Source: an optimization exercise on an open RTL-to-GDS flow (aim: small area, a short achievable clock period and few clock cycles per item). Production flows keep margins and buffers that such runs may drop. Only simulation tests tie the RTL to the original design; equivalence was not proved. Power figures rest on the tool's default switching activity, not on a simulated workload.

==> design/flow/design.v <==
module mac8(input [3:0] one, input [3:0] two, input [3:0] neg, input [7:0] b, input [7:0] s, input [1:0] cx, output [7:0] ns, output [1:0] ncx);
wire w1;
wire w2;
wire w3;
wire w4;
wire w5;
wire w6;
wire w7;
wire w8;
wire w9;
wire w10;
wire w11;
wire w12;
wire w13;
wire w14;
wire w15;
wire w16;
wire w17;
wire w18;
wire w19;
wire w20;
wire w21;
wire w22;
wire w23;
wire w24;
wire w25;
wire w26;
wire w27;
wire w28;
wire w29;
wire w30;
wire w31;
wire w32;
wire w33;
wire w34;
wire w35;
wire w36;
wire w37;
wire w38;
wire w39;
wire w40;
assign w1 = neg[0] ^ ((one[0] & b[0]) ^ neg[0]) ^ s[0];
assign w2 = (neg[0] & ((one[0] & b[0]) ^ neg[0])) | (neg[0] & s[0]) | (((one[0] & b[0]) ^ neg[0]) & s[0]);
assign w3 = (((one[0] & b[1]) | (two[0] & b[0])) ^ neg[0]) ^ s[1] ^ w2;
assign w4 = ((((one[0] & b[1]) | (two[0] & b[0])) ^ neg[0]) & s[1]) | ((((one[0] & b[1]) | (two[0] & b[0])) ^ neg[0]) & w2) | (s[1] & w2);
assign w5 = neg[1] ^ (((one[0] & b[2]) | (two[0] & b[1])) ^ neg[0]) ^ ((one[1] & b[0]) ^ neg[1]);
assign w6 = (neg[1] & (((one[0] & b[2]) | (two[0] & b[1])) ^ neg[0])) | (neg[1] & ((one[1] & b[0]) ^ neg[1])) | ((((one[0] & b[2]) | (two[0] & b[1])) ^ neg[0]) & ((one[1] & b[0]) ^ neg[1]));
assign w7 = s[2] ^ w5 ^ w4;
assign w8 = (s[2] & w5) | (s[2] & w4) | (w5 & w4);
assign w9 = (((one[0] & b[3]) | (two[0] & b[2])) ^ neg[0]) ^ (((one[1] & b[1]) | (two[1] & b[0])) ^ neg[1]) ^ s[3];
assign w10 = ((((one[0] & b[3]) | (two[0] & b[2])) ^ neg[0]) & (((one[1] & b[1]) | (two[1] & b[0])) ^ neg[1])) | ((((one[0] & b[3]) | (two[0] & b[2])) ^ neg[0]) & s[3]) | ((((one[1] & b[1]) | (two[1] & b[0])) ^ neg[1]) & s[3]);
assign w11 = w6 ^ w9 ^ w8;
assign w12 = (w6 & w9) | (w6 & w8) | (w9 & w8);
assign w13 = neg[2] ^ (((one[0] & b[4]) | (two[0] & b[3])) ^ neg[0]) ^ (((one[1] & b[2]) | (two[1] & b[1])) ^ neg[1]);
assign w14 = (neg[2] & (((one[0] & b[4]) | (two[0] & b[3])) ^ neg[0])) | (neg[2] & (((one[1] & b[2]) | (two[1] & b[1])) ^ neg[1])) | ((((one[0] & b[4]) | (two[0] & b[3])) ^ neg[0]) & (((one[1] & b[2]) | (two[1] & b[1])) ^ neg[1]));
assign w15 = ((one[2] & b[0]) ^ neg[2]) ^ s[4] ^ w10;
assign w16 = (((one[2] & b[0]) ^ neg[2]) & s[4]) | (((one[2] & b[0]) ^ neg[2]) & w10) | (s[4] & w10);
assign w17 = w13 ^ w15 ^ w12;
assign w18 = (w13 & w15) | (w13 & w12) | (w15 & w12);
assign w19 = (((one[0] & b[5]) | (two[0] & b[4])) ^ neg[0]) ^ (((one[1] & b[3]) | (two[1] & b[2])) ^ neg[1]) ^ (((one[2] & b[1]) | (two[2] & b[0])) ^ neg[2]);
assign w20 = ((((one[0] & b[5]) | (two[0] & b[4])) ^ neg[0]) & (((one[1] & b[3]) | (two[1] & b[2])) ^ neg[1])) | ((((one[0] & b[5]) | (two[0] & b[4])) ^ neg[0]) & (((one[2] & b[1]) | (two[2] & b[0])) ^ neg[2])) | ((((one[1] & b[3]) | (two[1] & b[2])) ^ neg[1]) & (((one[2] & b[1]) | (two[2] & b[0])) ^ neg[2]));
assign w21 = s[5] ^ cx[0] ^ w14;
assign w22 = (s[5] & cx[0]) | (s[5] & w14) | (cx[0] & w14);
assign w23 = w19 ^ w16 ^ w21;
assign w24 = (w19 & w16) | (w19 & w21) | (w16 & w21);
assign w25 = neg[3] ^ (((one[0] & b[6]) | (two[0] & b[5])) ^ neg[0]) ^ (((one[1] & b[4]) | (two[1] & b[3])) ^ neg[1]);
assign w26 = (neg[3] & (((one[0] & b[6]) | (two[0] & b[5])) ^ neg[0])) | (neg[3] & (((one[1] & b[4]) | (two[1] & b[3])) ^ neg[1])) | ((((one[0] & b[6]) | (two[0] & b[5])) ^ neg[0]) & (((one[1] & b[4]) | (two[1] & b[3])) ^ neg[1]));
assign w27 = (((one[2] & b[2]) | (two[2] & b[1])) ^ neg[2]) ^ ((one[3] & b[0]) ^ neg[3]) ^ s[6];
assign w28 = ((((one[2] & b[2]) | (two[2] & b[1])) ^ neg[2]) & ((one[3] & b[0]) ^ neg[3])) | ((((one[2] & b[2]) | (two[2] & b[1])) ^ neg[2]) & s[6]) | (((one[3] & b[0]) ^ neg[3]) & s[6]);
assign w29 = w20 ^ w25 ^ w27;
assign w30 = (w20 & w25) | (w20 & w27) | (w25 & w27);
assign w31 = w22 ^ w29 ^ w24;
assign w32 = (w22 & w29) | (w22 & w24) | (w29 & w24);
assign w33 = (((one[0] & b[7]) | (two[0] & b[6])) ^ neg[0]) ^ (((one[1] & b[5]) | (two[1] & b[4])) ^ neg[1]);
assign w34 = (((one[2] & b[3]) | (two[2] & b[2])) ^ neg[2]) ^ (((one[3] & b[1]) | (two[3] & b[0])) ^ neg[3]);
assign w35 = s[7] ^ cx[1];
assign w36 = w33 ^ w34;
assign w37 = w35 ^ w36;
assign w38 = w26 ^ w28;
assign w39 = w37 ^ w38;
assign w40 = w39 ^ w30;
assign ns = {w32, w31, w18, w17, w11, w7, w3, w1};
assign ncx = {w40, w23};
endmodule
module Main_DP (
	input clk, rst,
	input en,
	output [31:0] Data_o,
	output [27:0] Addr_GBF_in,
	output [27:0] Addr_GBF_w,
	output [23:0] Addr_GBF_o,
	input [31:0] Data_in,
	input [31:0] Data_w,
	output [3:0] we_o,
	output done
	);
	localparam NC = 2;           
	reg [3:0] ka;
	reg [2:0] ta;
	wire stop = (ta == 3'd4) && (ka == 4'd7);     
	reg [3:0] first;     
	reg done_r;
	reg we_r;
	reg [1:0] wrow;      
	reg [1:0] wtile;
	reg [6:0] addr_a [0:3];
	reg [4:0] addr_bh;   
	integer p;
	always @(posedge clk or posedge rst) begin
		if (rst) begin
			ka <= 4'd1;
			ta <= 3'd0;
		end else if (en && !stop) begin
			ka <= (ka == 4'd11) ? 4'd0 : ka + 4'd1;
			ta <= (ka == 4'd11) ? ta + 3'd1 : ta;
		end
	end
	always @(posedge clk) begin
		done_r <= !rst && (done_r || (en && (ta == 3'd4) && (ka >= 4'd6)));
		we_r <= !rst && en && (ta != 3'd0) && (ka >= 4'd2) && (ka <= 4'd5);
		wrow <= ka[1:0] - 2'd2;
		wtile <= ta[1:0] - 2'd1;
		addr_a[0] <= (!rst && en) ? {ta[1], 2'b00} * 7'd12 + ka : 7'd0;
		addr_bh <= (!rst && en) ? {ka, ta[0]} : 5'd0;
	end
	always @(posedge clk)
		for (p = 0; p < 4; p = p + 1)
			first[p] <= en && (ka == p + 1);
	always @(posedge clk)
		for (p = 1; p < 4; p = p + 1)
			addr_a[p] <= addr_a[p-1] + 7'd12;
	reg [3:0] one [0:3];
	reg [3:0] two [0:3];
	reg [3:0] neg [0:3];
	reg [7:0] b_d [0:3][0:3];       
	reg [7:0] acc_s [0:3][0:3];     
	reg [NC-1:0] acc_c [0:3][0:3];  
	wire [7:0] nxt_s [0:3][0:3];
	wire [NC-1:0] nxt_c [0:3][0:3];
	reg [7:0] dout [0:3];
	genvar gi, gj;
	generate
		for (gi = 0; gi < 4; gi = gi + 1) begin : row
			for (gj = 0; gj < 4; gj = gj + 1) begin : col
				mac8 u (
					.one(one[gi]),
					.two(two[gi]),
					.neg(neg[gi]),
					.b(b_d[gi][gj]),
					.s(first[gi] ? 8'd0 : acc_s[gi][gj]),
					.cx(first[gi] ? {NC{1'b0}} : acc_c[gi][gj]),
					.ns(nxt_s[gi][gj]),
					.ncx(nxt_c[gi][gj])
				);
			end
		end
	endgenerate
	integer i, j, d;
	reg [7:0] ms;
	reg [NC-1:0] mc;
	reg [8:0] ax;
	always @(posedge clk) begin
		for (i = 0; i < 4; i = i + 1) begin
			ax = {Data_in[8*i +: 8], 1'b0};
			for (d = 0; d < 4; d = d + 1) begin
				one[i][d] <= ax[2*d+1] ^ ax[2*d];
				two[i][d] <= (ax[2*d+2] & ~ax[2*d+1] & ~ax[2*d]) | (~ax[2*d+2] & ax[2*d+1] & ax[2*d]);
				neg[i][d] <= ax[2*d+2];
			end
			b_d[0][i] <= Data_w[8*i +: 8];
		end
		for (i = 1; i < 4; i = i + 1)
			for (j = 0; j < 4; j = j + 1)
				b_d[i][j] <= b_d[i-1][j];
		for (i = 0; i < 4; i = i + 1)
			for (j = 0; j < 4; j = j + 1) begin
				acc_s[i][j] <= nxt_s[i][j];
				acc_c[i][j] <= nxt_c[i][j];
			end
		for (j = 0; j < 4; j = j + 1) begin
			ms = 8'd0;
			mc = {NC{1'b0}};
			for (i = 0; i < 4; i = i + 1) begin
				ms = ms | ({8{first[i]}} & acc_s[i][j]);
				mc = mc | ({NC{first[i]}} & acc_c[i][j]);
			end
			dout[j] <= ms + {mc[1], 1'b0, mc[0], 5'd0};
		end
	end
	genvar g;
	generate
		for (g = 0; g < 4; g = g + 1) begin : ports
			assign Addr_GBF_in[7*g +: 7] = addr_a[g];
			assign Addr_GBF_w[7*g +: 7] = {addr_bh, g[1:0]};
			assign Addr_GBF_o[6*g +: 6] = {wtile[1], wrow, wtile[0], g[1:0]};
			assign Data_o[8*g +: 8] = dout[g];
			assign we_o[g] = we_r;
		end
	endgenerate
	assign done = done_r;
endmodule
==> design/flow/flow/run.sh <==
#!/bin/bash
# The standard layout (standard.sh: ORFS synthesis, floorplan, placement, CTS, routing)
# at the design's clock and constraints, with these settings changed:
# - timing repair keeps a setup margin of 6.9 ns on the 10 ns clock, so it sizes the
#   design for a shorter achieved period;
# - the core is 70% full (a smaller die, shorter wires);
# - port buffers are buf_1 cells;
# - CTS clusters up to 25 sinks within 90 um.
set -euo pipefail
bash standard.sh SETUP_SLACK_MARGIN=6.9 CORE_UTILIZATION=70 CTS_CLUSTER_SIZE=25 CTS_CLUSTER_DIAMETER=90 \
  "BUFFER_PORTS_ARGS=-buffer_cell sky130_fd_sc_hd__buf_1" finish > run_standard.log 2>&1
==> design/flow/standard.sh <==
#!/bin/bash
# synth_recipe.tcl (not shown) runs the flow's synth.tcl, then flattens the netlist and writes it again
# the make line also repeats each setting of config.mk as NAME=value (left out here)
make -C /OpenROAD-flow-scripts/flow DESIGN_CONFIG=/design/flow/config.mk WORK_HOME=/design/flow/orfs CLKGATE_MAP_FILE= SYNTH_SCRIPT=/design/flow/synth_recipe.tcl "${@:-finish}"
==> design/flow/config.mk <==
export PLATFORM = sky130hd
export DESIGN_NAME = Main_DP
export DESIGN_NICKNAME = Main_DP
export VERILOG_FILES = /design/flow/design.v
export SDC_FILE = /design/flow/constraint.sdc
export NUM_CORES = 8
export LEC_CHECK = 0
export CAP_MARGIN = 20
export CORE_MARGIN = 2
export CORE_UTILIZATION = 40
export SLEW_MARGIN = 20
==> design/flow/constraint.sdc <==
create_clock -name core_clock -period 10.0 [get_ports {clk}]
set_input_delay 2.0000 -clock core_clock [delete_from_list [all_inputs] [get_ports {clk}]]
set_output_delay 2.0000 -clock core_clock [all_outputs]
set_load 0.01 [all_outputs]
==> results of run 1 <==
## state kept, by name (all words and copies together), names as in the netlist, 3 cells and up
register,flops
acc_c,32
acc_s,128
b_d,128
ta,3
addr_a,26
dout,32
neg,16
ka,4
two,16
first,4
one,16
## report_power, final
| part | internal [W] | total, W | switching, W |
|---|---|---|---|
| Clock | 0.000415 | 0.000944 | 0.000529 |
| Sequential | 0.00224 | 0.00269 | 0.000442 |
| Combinational | 0.00157 | 0.00337 | 0.00180 |
## timing repair
| action | in CTS | in global routing |
|---|---|---|
| setup endpoints to repair | 102 | 76 |
| gates resized for setup | 40 | 46 |
| gates cloned | 0 | 0 |
| pin swaps | 0 | 0 |
## worst min-delay path by stage
stage | start | end | slack (ps) | cells after the start
4_1_cts | b_d[10][7] | b_d[14][7] | 360 | 0
3_5_place_dp | addr_a[1][0] | addr_a[2][0] | 340 | 0
3_3_place_gp | addr_a[2][0] | addr_a[3][0] | 340 | 0
6_report | b_d[10][7] | b_d[14][7] | 360 | 0
5_1_grt | addr_a[1][1] | addr_a[2][1] | 370 | 0
2_1_floorplan | b_d[9][0] | b_d[13][0] | 330 | 0
## metrics by stage
stage,total power (W),cells,util,setup WS (ps),hold WS (ps)
final,0.00700,2629,0.748,6930,358
after global routing,0.00761,2629,0.748,6900,367
after CTS,0.00701,2629,0.746,6900,357
after detailed placement,0.00604,2604,0.726,6590,343
after global placement,0.00583,2604,0.726,6640,338
after floorplan,0.00515,2164,-,6930,326
## area by class of cell
class                           instances  area (µm²)
Timing Repair Buffer                  186         851
Sequential cell                       412        8350
Clock inverter                          2        38.8
Fill cell                            2345        8220
Clock buffer                           23         543
Multi-Input combinational cell       1379       13400
Inverter                              185         694
Tap cell                              442         553
## cells in the final DEF, fill, tap and decap left out, drive strengths merged, types with 2 or more instances in the layout
cell type and count:
dfxtp 405, a22oi 320, fa 224, xnor2 224, inv 186, xor2 185, buf 166, nand2 104
nor2b 85, nand2b 62, clkbuf 43, nor2 22, o21ai 22, ha 18, mux2 17, conb 17
mux2i 16, xnor3 16, nand3b 13, a22o 9, a221oi 8, and2 6, dfrtp 6, nor3 3
and3 2
## worst reg2reg max path: cells and delay by family (launching register included)
| family | cells | cell delay [ps] |
|---|---|---|
| AOI/OAI and AO/OA | 1 | 170 |
| xor gates and xnor gates | 1 | 190 |
| adders and majority gates | 4 | 1820 |
| buffers and inverters | 1 | 70 |
| DFF | 1 | 690 |
## layer usage
metal / global-route usage / vias to the layer above
li1: - / 6949
met1: 0.475 / 7754
met2: 0.524 / 782
met3: 0.0523 / 137
met4: 0.123 / 2
met5: 0 / -
## logic make-up after synthesis
logic type,share of synthesized area
compound gates,0.115
xor+xnor,0.171
fa+ha+maj,0.202
buf+inv,0.0719
flops,0.356
mux,0.0151
other cells,0.000323
simple gates,0.0676
==> impl_metrics.csv, run 1 <==
group,metric,value,unit
placement,port_buffers,166,
worst_setup_path,timing.rr.start,"two[2][1]",
synthesis,yosys.area.top_type,"dfxtp_1",
synthesis,yosys.cell_count.top_type,"dfxtp_1",
cells_and_area,area_delta_synth_final,4.83,%
synthesis,yosys-top-cells-area,"dfxtp_1 35%, fa_1 19%, a22oi_1 10%",
grt,overflow,0,
cells_and_area,num_antenna_cells,0,
timing,timing.setup.tns,0,ps
grt,grt_pass1_vias,15900,
synthesis,synth_cell_types,39,
timing,finalCritPeriodShare,0.307,
grt,grt_pass1_wl,91100,µm
synthesis,yosys_warnings,17,
grt,antenna_found_initial,1,
timing,slew_headroom,0.481,
clock_network,cts_buffers,20,
worst_setup_path,cp-end-kind,"output pin",
drt,dr.first_iter.drc_count,1627,
timing,period_needed,3070,ps
drt,top_layer_used,"met5",
placement,hpwlAfterDp,42200,µm
worst_setup_path,crit_arrival,1070,ps
clock_network,clk_pin_slew,100,ps
cells_and_area,drive_gt1_frac,0.0663,
worst_setup_path,cp_num_buf_inv,1,
clock_network,cts_tree,"done",
drt,viasPerCell,5.94,
timing,final-setup-viol-count,0,
synthesis,synth_common_cells,"405 x dfxtp_1, 320 x a22oi_1, 224 x fa_1, 220 x xnor2_1, 183 x xor2_1",
worst_setup_path,slowest_stage,"dfxtp_4",
placement,place_area,0.0237,mm²
drt,drc,0,
worst_setup_path,r2r_end,"acc_s[11][6]",
synthesis,synthesis.instances,2149,
clock_network,cts_htree_levels,1,
synthesis,async_reset_ff_frac,0.0170,
worst_setup_path,crit_chain,"buf_1",
drt,ant_nets,0,
synthesis,synth-edff-count,0,
drt,drt_wl_total,57300,µm
pwr,p_leak,10.3,nW
synthesis,synth_ff_type,"dfxtp_1",
timing,fin_skew,13.9,ps
pwr,power_density,287,mW/mm²
drt,vias,15600,
cells_and_area,nets,2493,
drt,met3_length,4880,µm
timing,report.final.slew_viol_count,0,
job,maxCapViolations,0,
clock_network,cts_hold_buffers,0,
grt,grt_max_degree,72,
worst_setup_path,r2r_slack,7020,ps
clock_network,clkSinkCount,412,
placement,place.gp.congestion,0.886,
synthesis,synth_seq_cells,412,
timing,worst_pin_slew,778,ps
worst_setup_path,worst_setup_path_start_kind,"flop",
worst_hold_path,hold_path.class,"reg -> reg",
worst_setup_path,slowest_delay,380,ps
floorplan,dieWidth,186,µm
timing,timing.fmax,0.326,GHz
drt,wl_per_cell,21.8,µm
clock_network,insertion_delay,550,ps
clock_network,clk_path_buf_depth,3,
drt,wl_met2,26200,µm
clock_network,postCtsSetupBuffers,0,
synthesis,syn_avg_cell_area,10.8,µm²
floorplan,dieArea,0.0347,mm²
drt,drt-pass1-iter-count,7,
cells_and_area,stdcell_area,0.0244,mm²
worst_setup_path,worstSetupPathType,"reg -> out",
worst_setup_path,crit_end,"Addr_GBF_w[26]",
floorplan,rows,66,
timing,finalHoldViolCount,0,
worst_setup_path,cp_top_family,"flip-flops",
floorplan,io_pins,184,
floorplan,initial_utilization,0.714,
timing,rsz0062_at_grt,"no",
synthesis,yosysSeqAreaShare,0.356,
worst_setup_path,cp.depth,1,
worst_setup_path,ff2ff_path_depth,7,
status,status,"complete, no violations",
worst_setup_path,cp-startpoint,"addr_a[0][2]",
floorplan,coreArea,0.0326,mm²
clock_network,root_buffer,"clkbuf_16",
pwr,vdd_ir_drop_max,0.000214,V
worst_setup_path,path_max_fanout,6,
grt,grt_usage,0.335,
drt,wirelength_met1,23700,µm
floorplan,die_h,186,µm
synthesis,synth_top_cell_area_share,0.348,
synthesis,synth.cell_area,0.0233,mm²
worst_setup_path,cp.required,8000,ps
Testbench counts, summed over its fixed seeds: cycles 6,912, jobs 128.
==> run 2: changes to the inputs <==
==> design/flow/run.sh (new file) <==
#!/bin/bash
# synth_recipe.tcl (not shown) runs the flow's synth.tcl, then flattens the netlist and writes it again
# the make line also repeats each setting of config.mk as NAME=value (left out here)
make -C /OpenROAD-flow-scripts/flow DESIGN_CONFIG=/design/flow/config.mk WORK_HOME=/design/flow/orfs CLKGATE_MAP_FILE= SYNTH_SCRIPT=/design/flow/synth_recipe.tcl finish
--- a/design/flow/config.mk
+++ b/design/flow/config.mk
@@ -9,3 +9,6 @@
 export CORE_MARGIN = 2
-export CORE_UTILIZATION = 40
+export CORE_UTILIZATION = 70
+export CTS_CLUSTER_DIAMETER = 90
+export CTS_CLUSTER_SIZE = 25
+export SETUP_SLACK_MARGIN = 5
 export SLEW_MARGIN = 20
removed: design/flow/flow/run.sh
removed: design/flow/standard.sh
==> impl_metrics.csv, run 2 <==
group,metric,value,unit
synthesis,yosysSeqAreaShare,0.356,
worst_setup_path,cp.required,8000,ps
clock_network,cts_buffers,20,
timing,slew_headroom,0.320,
worst_setup_path,slowest_delay,580,ps
timing,timing.fmax,0.280,GHz
clock_network,cts_tree,"done",
synthesis,syn_avg_cell_area,10.8,µm²
synthesis,yosys.area.top_type,"dfxtp_1",
drt,drc,0,
synthesis,synth_common_cells,"405 x dfxtp_1, 320 x a22oi_1, 224 x fa_1, 220 x xnor2_1, 183 x xor2_1",
clock_network,postCtsSetupBuffers,0,
synthesis,synth-edff-count,0,
timing,period_needed,3570,ps
pwr,power_density,284,mW/mm²
clock_network,cts_hold_buffers,0,
synthesis,synth_seq_cells,412,
synthesis,yosys.cell_count.top_type,"dfxtp_1",
pwr,power.internal,0.00440,W
timing,worst_pin_slew,1020,ps
drt,viasPerCell,5.98,
synthesis,synth.cell_area,0.0233,mm²
timing,fin_skew,19.6,ps
clock_network,clk_pin_slew,100,ps
placement,place.gp.congestion,0.884,
cells_and_area,fill_cells,2245,
drt,dr.first_iter.drc_count,1658,
timing,timing.setup.tns,0,ps
cells_and_area,layout_common_cells,"399 x dfxtp_1, 320 x a22oi_1, 224 x fa_1, 220 x xnor2_1, 183 x xor2_1",
clock_network,clk_path_buf_depth,3,
timing,rsz0062_at_grt,"no",
timing,finalCritPeriodShare,0.357,
synthesis,yosys-top-cells-area,"dfxtp_1 35%, fa_1 19%, a22oi_1 10%",
pwr,power_switching,0.00280,W
floorplan,dieWidth,186,µm
worst_hold_path,hold_path.class,"reg -> reg",
worst_setup_path,cp_num_buf_inv,1,
grt,grt_pass1_wl,91800,µm
drt,ant_nets,0,
grt,grt_max_degree,77,
clock_network,clkSinkCount,412,
pwr,p_total,0.00720,W
pwr,seqPwrFrac,0.372,
worst_setup_path,cp-end-kind,"output pin",
worst_setup_path,path_max_fanout,6,
cells_and_area,area_delta_synth_final,8.79,%
grt,grt_usage,0.338,
cells_and_area,drive_gt1_frac,0.0361,
cells_and_area,final_common_cell,"dfxtp_1",
clock_network,cts_htree_levels,1,
placement,hpwlAfterDp,42200,µm
floorplan,die_h,186,µm
timing,final-setup-viol-count,0,
cells_and_area,nets,2495,
drt,vias,15700,
grt,overflow,0,
synthesis,async_reset_ff_frac,0.0170,
worst_setup_path,worst_setup_path_start_kind,"flop",
worst_setup_path,worstSetupPathType,"reg -> out",
drt,drt-pass1-iter-count,5,
floorplan,coreArea,0.0326,mm²
grt,grtUsageMet2,0.527,
grt,top_usage_layer,"met2",
timing,report.final.slew_viol_count,0,
clock_network,insertion_delay,550,ps
pwr,p_leak,10.6,nW
floorplan,rows,66,
worst_setup_path,crit_arrival,1570,ps
grt,use_met3,0.0606,
drt,wl_per_cell,22.1,µm
synthesis,synth_ff_type,"dfxtp_1",
worst_setup_path,slowest_stage,"clkdlybuf4s50_1",
cells_and_area,multi_input_area,0.0134,mm²
clock_network,root_buffer,"clkbuf_16",
worst_setup_path,cp_top_family,"buffers and inverters",
pwr,combPwrFrac,0.498,
synthesis,synth_top_cell_area_share,0.348,
pwr,vdd_ir_drop_max,0.000176,V
grt,grt_pass1_vias,16400,
cells_and_area,reg_top3,"acc_s (128), b_d (128)",
drt,drt_wl_total,58100,µm
floorplan,io_pins,184,
clock_network,cts_resized,0,
cells_and_area,ff_latch_area,0.00829,mm²
synthesis,synthesis.instances,2149,
placement,port_buffers,166,
timing,finalHoldViolCount,0,
pwr,p_clk_frac,0.130,
synthesis,yosys_warnings,17,
status,status,"complete, no violations",
worst_setup_path,crit_chain,"clkdlybuf4s50_1",
grt,grt_util_met1,0.466,
synthesis,synth_cell_types,39,
pwr,sw_frac_of_total,0.389,
floorplan,initial_utilization,0.714,
floorplan,dieArea,0.0347,mm²
grt,antenna_found_initial,1,
job,maxCapViolations,0,
[run 2: cell counts after synthesis]
Identical to the previous run, type by type.
[run 2: cells by family after synthesis]
logic type / after synthesis / synth area share
compound gates: 362 / 0.115
xor+xnor: 425 / 0.171
fa+ha+maj: 242 / 0.202
buf+inv: 373 / 0.0719
flops: 412 / 0.356
mux: 33 / 0.0151
other cells: 2 / 0.000323
simple gates: 300 / 0.0676
[run 2: final timing paths]
kind                                    from        endpoint  slack [ps]  cells past startpoint
worst max register to register      first[0]     acc_s[0][4]        6610                      8
worst min register to register  addr_a[1][0]    addr_a[2][0]         360                      0
max in group asynchronous                rst           ka[0]        7990                      2
worst max-delay path            addr_a[0][1]  Addr_GBF_w[18]        6430                      1
min in group asynchronous                rst           ka[2]        1730                      2
worst min-delay path            addr_a[1][0]    addr_a[2][0]         360                      0
[run 2: metal layers]
metal  wire length (µm)  up-vias
met5                  0        -
met4               2910        0
met3               5440      155
met2              26400      898
met1              23400     7723
li1                   -     6966
[run 2: final cells by class]
class                           count  area share
Multi-Input combinational cell   1379       0.528
Sequential cell                   412       0.327
Timing Repair Buffer              188      0.0721
Inverter                          185      0.0274
Tap cell                          442      0.0218
Clock buffer                       25      0.0213
Clock inverter                      2     0.00153
Antenna cell                        1   0.0000988
[run 2: through the flow]
step | std cells | setup slack [ps] | hold slack (ps) | area, µm² | util
after floorplan | 2164 | 6840 | 326 | 23300 | -
after global placement | 2606 | 6270 | 337 | 24700 | 0.758
after detailed placement | 2606 | 6260 | 336 | 24700 | 0.758
after CTS | 2633 | 6400 | 356 | 25300 | 0.776
after global routing | 2633 | 6370 | 365 | 25300 | 0.776
final | 2634 | 6430 | 358 | 25300 | 0.776
[run 2: worst reg2reg max path: cells and delay by family, from the launching register on]
kind,cells,cell delay [ps]
buf+inv,2,630
simple gates,1,180
mux,1,240
fa+ha+maj,4,1410
flops,1,810
[run 2: power by group through the flow]
stage | clock, W | combinational [W] | sequential, W
floorplan | 0 | 0.00262 | 0.00253
global placement | 0 | 0.00331 | 0.00268
detailed placement | 0 | 0.00355 | 0.00269
CTS | 0.000951 | 0.00359 | 0.00267
global route | 0.00100 | 0.00406 | 0.00272
finish | 0.000938 | 0.00358 | 0.00268

## static timing again, ports no longer ideal
The flow's constraints put no driver on any port. The routed layouts listed below were extracted and timed again, unchanged, in two steps. Step 1 (the two cells are an assumption about what drives the block):
set clk [get_ports {clk}]
set_driving_cell -lib_cell sky130_fd_sc_hd__clkbuf_16 $clk
set_driving_cell -lib_cell sky130_fd_sc_hd__buf_2 [delete_from_list [all_inputs] $clk]
Step 2 adds t to the input delays and takes it off the output delays; t is the mean of the earliest and latest rising clock arrival at the registers after step 1. Input paths then give back, and output paths get back, about the clock's delay inside the block. Three values: ideal ports, drivers, drivers and shift; two values: the first two.
run | t, ns | slack for setup (ns) | worst hold slack (ns) | latest minus earliest clock arrival (ns) | slew at the worst register clock pin (ns)
run 1 | 0.598 | 6.933 / 6.877 / 6.577 | 0.358 / 0.358 / 0.358 | 0.017 / 0.016 | 0.10 / 0.10
run 2 | 0.593 | 6.433 / 6.376 / 6.239 | 0.358 / 0.358 / 0.358 | 0.020 / 0.021 | 0.10 / 0.10
After both steps setup and hold are still met in every run listed. The setup slack of run 1, which loses most, moves by -0.056 ns with the drivers and by -0.356 ns with both steps.
